This is an optimization exercise on Yosys and OpenROAD, whose aim is small area, not a production implementation.
The RTL was checked by simulation tests, not by an equivalence proof against the original design.
Power and IR drop assume default switching activity.

the baseline:
==> flow/design.v (excerpt) <==
module Keyboard (
    input [2:0] kb_lang,
    input [10:0] ps2_key,
    input pulse,
    input reset,
    output reg caps_lock,
    output [7:0] ascii_code
);
For scale: roughly 800 cells after synthesis, about 24 flip-flops, about 25 I/O pins.
Settings: LEC_CHECK=0, CAP_MARGIN=20, CORE_MARGIN=2, CORE_UTILIZATION=40, SLEW_MARGIN=20; clock period 10.0 ns.
run.sh (not shown) runs the stock make flow with config.mk's settings and CLKGATE_MAP_FILE= SYNTH_SCRIPT=/design/flow/synth_recipe.tcl, a recipe that flattens the netlist after the stock synthesis.
Having completed the whole flow, the baseline delivered a layout that passed the timing, design-rule and antenna checks.
For the candidate, these inputs were changed with respect to the baseline:
Settings: setting ABC_AREA to 1 for the first time.
- The baseline → the candidate: clock group total power stayed essentially flat; number of well-tap cells placed lost about 19%; sequential group share of total power now larger.
- Looking at biggest power consumer among the groups, the combinational logic result is from the baseline; the clock one comes from the candidate.
- Simple-gate portion of the synthesized area in the candidate is 24 points higher than in the baseline
- Final wirelength down 20% in the candidate wrt the baseline
- [compare] base=the baseline new=the candidate: time the final worst path needs with I/O delays and setup lost 1370 ps; final cell count without fillers picked up an extra 161; worst hold slack lost 23 ps; via count lost about 7%.

========
Setup of run 2:
Keyboard, a different RTL version from the one above (not shown whole).
Size: ~490 cells after synthesis, ~25 I/O pins, ~0.0028 mm^2 of cells after synthesis.
clock: 10.0 ns
lec_check: 0
abc_area: 1
cap_margin: 20
core_margin: 2
core_utilization: 40
gpl_timing_driven: 0
slew_margin: 20
standard.sh (not shown) runs the stock make flow with config.mk's settings and CLKGATE_MAP_FILE= SYNTH_SCRIPT=/design/flow/synth_recipe.tcl, a recipe that flattens the netlist after the stock synthesis.
==> flow/flow/run.sh <==
#!/bin/bash
# Own flow: the standard synthesis, then an area re-optimisation of the gates between the
# flip-flops (flip-flops untouched: same instances, names and cells), then the standard
# layout from that netlist, with the smallest buffer on the ports and a small clock tree.
set -euo pipefail
HERE=$(pwd)
R=$HERE/orfs/results/$FLOW_PLATFORM/Keyboard/base
LIB=$FLOW_HOME/platforms/$FLOW_PLATFORM/lib/sky130_fd_sc_hd__tt_025C_1v80.lib
bash standard.sh synth > $HERE/std_synth.log 2>&1
cp $R/1_2_yosys.v $HERE/std_netlist.v
# the flip-flop cells the standard synthesis used
KEEP=$(grep -o 'sky130_fd_sc_hd__[a-z]*df[a-z0-9_]*' $HERE/std_netlist.v | sort -u | tr '\n' ' ' | sed 's/ $//')
# deepsyn from several random seeds, NUM_CORES at a time; keep the smallest result
SEEDS="1 2 3 4 5 6 7 8"
n=0
for s in $SEEDS; do
  sed -e "s/@SEED@/$s/" -e "s/@TIME@/${DEEPSYN_T:-300}/" $HERE/flow/area.abc.in > $HERE/area_$s.abc
  LIB_FILE=$LIB IN_NETLIST=$HERE/std_netlist.v OUT_NETLIST=$HERE/opt_netlist_$s.v KEEP_CELLS="$KEEP" \
  ABC_SCRIPT=$HERE/area_$s.abc STAT_FILE=$HERE/reopt_stat_$s.txt \
    yosys -c $HERE/flow/reopt.tcl > $HERE/reopt_$s.log 2>&1 &
  n=$((n+1))
  if (( n % ${NUM_CORES:-4} == 0 )); then wait; fi
done
wait
best=""; bestA=""
for s in $SEEDS; do
  [[ -f $HERE/reopt_stat_$s.txt ]] || continue
  a=$(grep -i "chip area for module" $HERE/reopt_stat_$s.txt | awk '{print $NF}')
  [[ -n "$a" ]] || continue
  echo "seed $s area $a" >> $HERE/reopt_summary.log
  if [[ -z "$best" ]] || awk -v a="$a" -v b="$bestA" 'BEGIN{exit !(a<b)}'; then best=$s; bestA=$a; fi
done
echo "best seed $best area $bestA" >> $HERE/reopt_summary.log
if [[ -n "$best" ]]; then cp $HERE/opt_netlist_$best.v $HERE/opt_netlist.v; else cp $HERE/std_netlist.v $HERE/opt_netlist.v; fi
# prove the re-optimised gates equal to the standard ones (flip-flops cut, paired by instance name)
python3 $HERE/flow/cutff.py $HERE/std_netlist.v $HERE/eq_std.v
python3 $HERE/flow/cutff.py $HERE/opt_netlist.v $HERE/eq_opt.v
if ! yosys -p "
read_liberty -ignore_miss_func $LIB; read_verilog $HERE/eq_std.v; hierarchy -top $FLOW_TOP; flatten; rename $FLOW_TOP gold; design -stash g;
read_liberty -ignore_miss_func $LIB; read_verilog $HERE/eq_opt.v; hierarchy -top $FLOW_TOP; flatten; rename $FLOW_TOP gate; design -stash h;
design -copy-from g -as gold gold; design -copy-from h -as gate gate;
miter -equiv -flatten -make_assert gold gate miter; hierarchy -top miter; sat -verify -prove-asserts miter" > $HERE/reopt_equiv.log 2>&1; then
  echo "re-optimised netlist not proven equal; using the standard one" >> $HERE/reopt_summary.log
  cp $HERE/std_netlist.v $HERE/opt_netlist.v
fi
yosys -p "read_liberty -lib $LIB; read_verilog $HERE/opt_netlist.v; hierarchy -check -top $FLOW_TOP; check -assert" > $HERE/reopt_check.log 2>&1
if grep -q 'lpflow\|probe' $HERE/opt_netlist.v; then echo "don't-use cell in netlist" >&2; exit 1; fi
cp $HERE/opt_netlist.v $R/1_2_yosys.v
touch $R/1_2_yosys.v
bash standard.sh finish \
  BUFFER_PORTS_ARGS="-buffer_cell sky130_fd_sc_hd__buf_1" \
  CTS_ARGS="-sink_clustering_enable -repair_clock_nets -dont_use_dummy_load -buf_list sky130_fd_sc_hd__clkbuf_8" \
  > $HERE/layout.log 2>&1
Other scripts of this flow, unchanged in this note and not shown: flow/flow/area.abc.in, flow/flow/cutff.py, flow/flow/reopt.tcl
Run 2: PASS, flow complete, no timing, DRC or antenna violations
Modified inputs, run 4 compared to run 2
-- flow/flow/run.sh --
<<< run 2, line 13
# deepsyn from several random seeds, NUM_CORES at a time; keep the smallest result
SEEDS="1 2 3 4 5 6 7 8"
n=0
for s in $SEEDS; do
  sed -e "s/@SEED@/$s/" -e "s/@TIME@/${DEEPSYN_T:-300}/" $HERE/flow/area.abc.in > $HERE/area_$s.abc
  LIB_FILE=$LIB IN_NETLIST=$HERE/std_netlist.v OUT_NETLIST=$HERE/opt_netlist_$s.v KEEP_CELLS="$KEEP" \
>>> run 4, line 13
# deepsyn from several random seeds, NUM_CORES at a time; keep the smallest result
SEEDS="5 6 7 8"
n=0
for s in $SEEDS; do
  sed -e "s/@SEED@/$s/" -e "s/@TIME@/${DEEPSYN_T:-2100}/" $HERE/flow/area.abc.in > $HERE/area_$s.abc
  LIB_FILE=$LIB IN_NETLIST=$HERE/std_netlist.v OUT_NETLIST=$HERE/opt_netlist_$s.v KEEP_CELLS="$KEEP" \
Findings:
Run 4 finished all stages; the layout is clean.
Lower worst setup slack among run 2 and run 4: run 4
Min pin count of the biggest net entering global routing across run 2 and run 4: run 2
Between run 2 and run 4, number of non-filler instances in the completed layout decreased.
Run 2 and run 4 ended up with roughly the same maximum clock skew at final layout.
Summary: cell area, run 4 better than run 2
[compare] base=run 2 new=run 4: leakage power lower; share of cell area taken by flip-flops and latches roughly the same; combinational power share higher; total routing resource utilization after global routing lower.

==> afterwards: timing with drivers on the ports <==
No port has a modelled driver above. Below, the same layouts with a new extraction and two added sets of constraints. Step 1: set_driving_cell puts a clkbuf_16 on pulse and a buf_2 on each other input, an assumption about the parent block. Step 2 also shifts input and output timing later by t, the mid clock arrival at the registers, as if the neighbouring blocks saw the same clock. a / b / c = ideal ports / drivers / drivers and shift; a / b = the first two.
run | shift t [ns] | slack for setup (ns) | clock arrival spread, ns
the baseline | 0.290 | 3.374 / 3.382 / 3.092 | 0.003 / 0.002
the candidate | 0.287 | 4.748 / 4.753 / 4.465 | 0.003 / 0.003
run 2 | 0.285 | 3.879 / 3.878 / 3.593 | 0.011 / 0.010
run 4 | 0.288 | 2.361 / 2.356 / 2.068 | 0.010 / 0.010
After both steps every run listed still meets setup and hold. The setup slack of run 4, which loses most, moves by -0.005 ns with the drivers and by -0.293 ns with both steps.
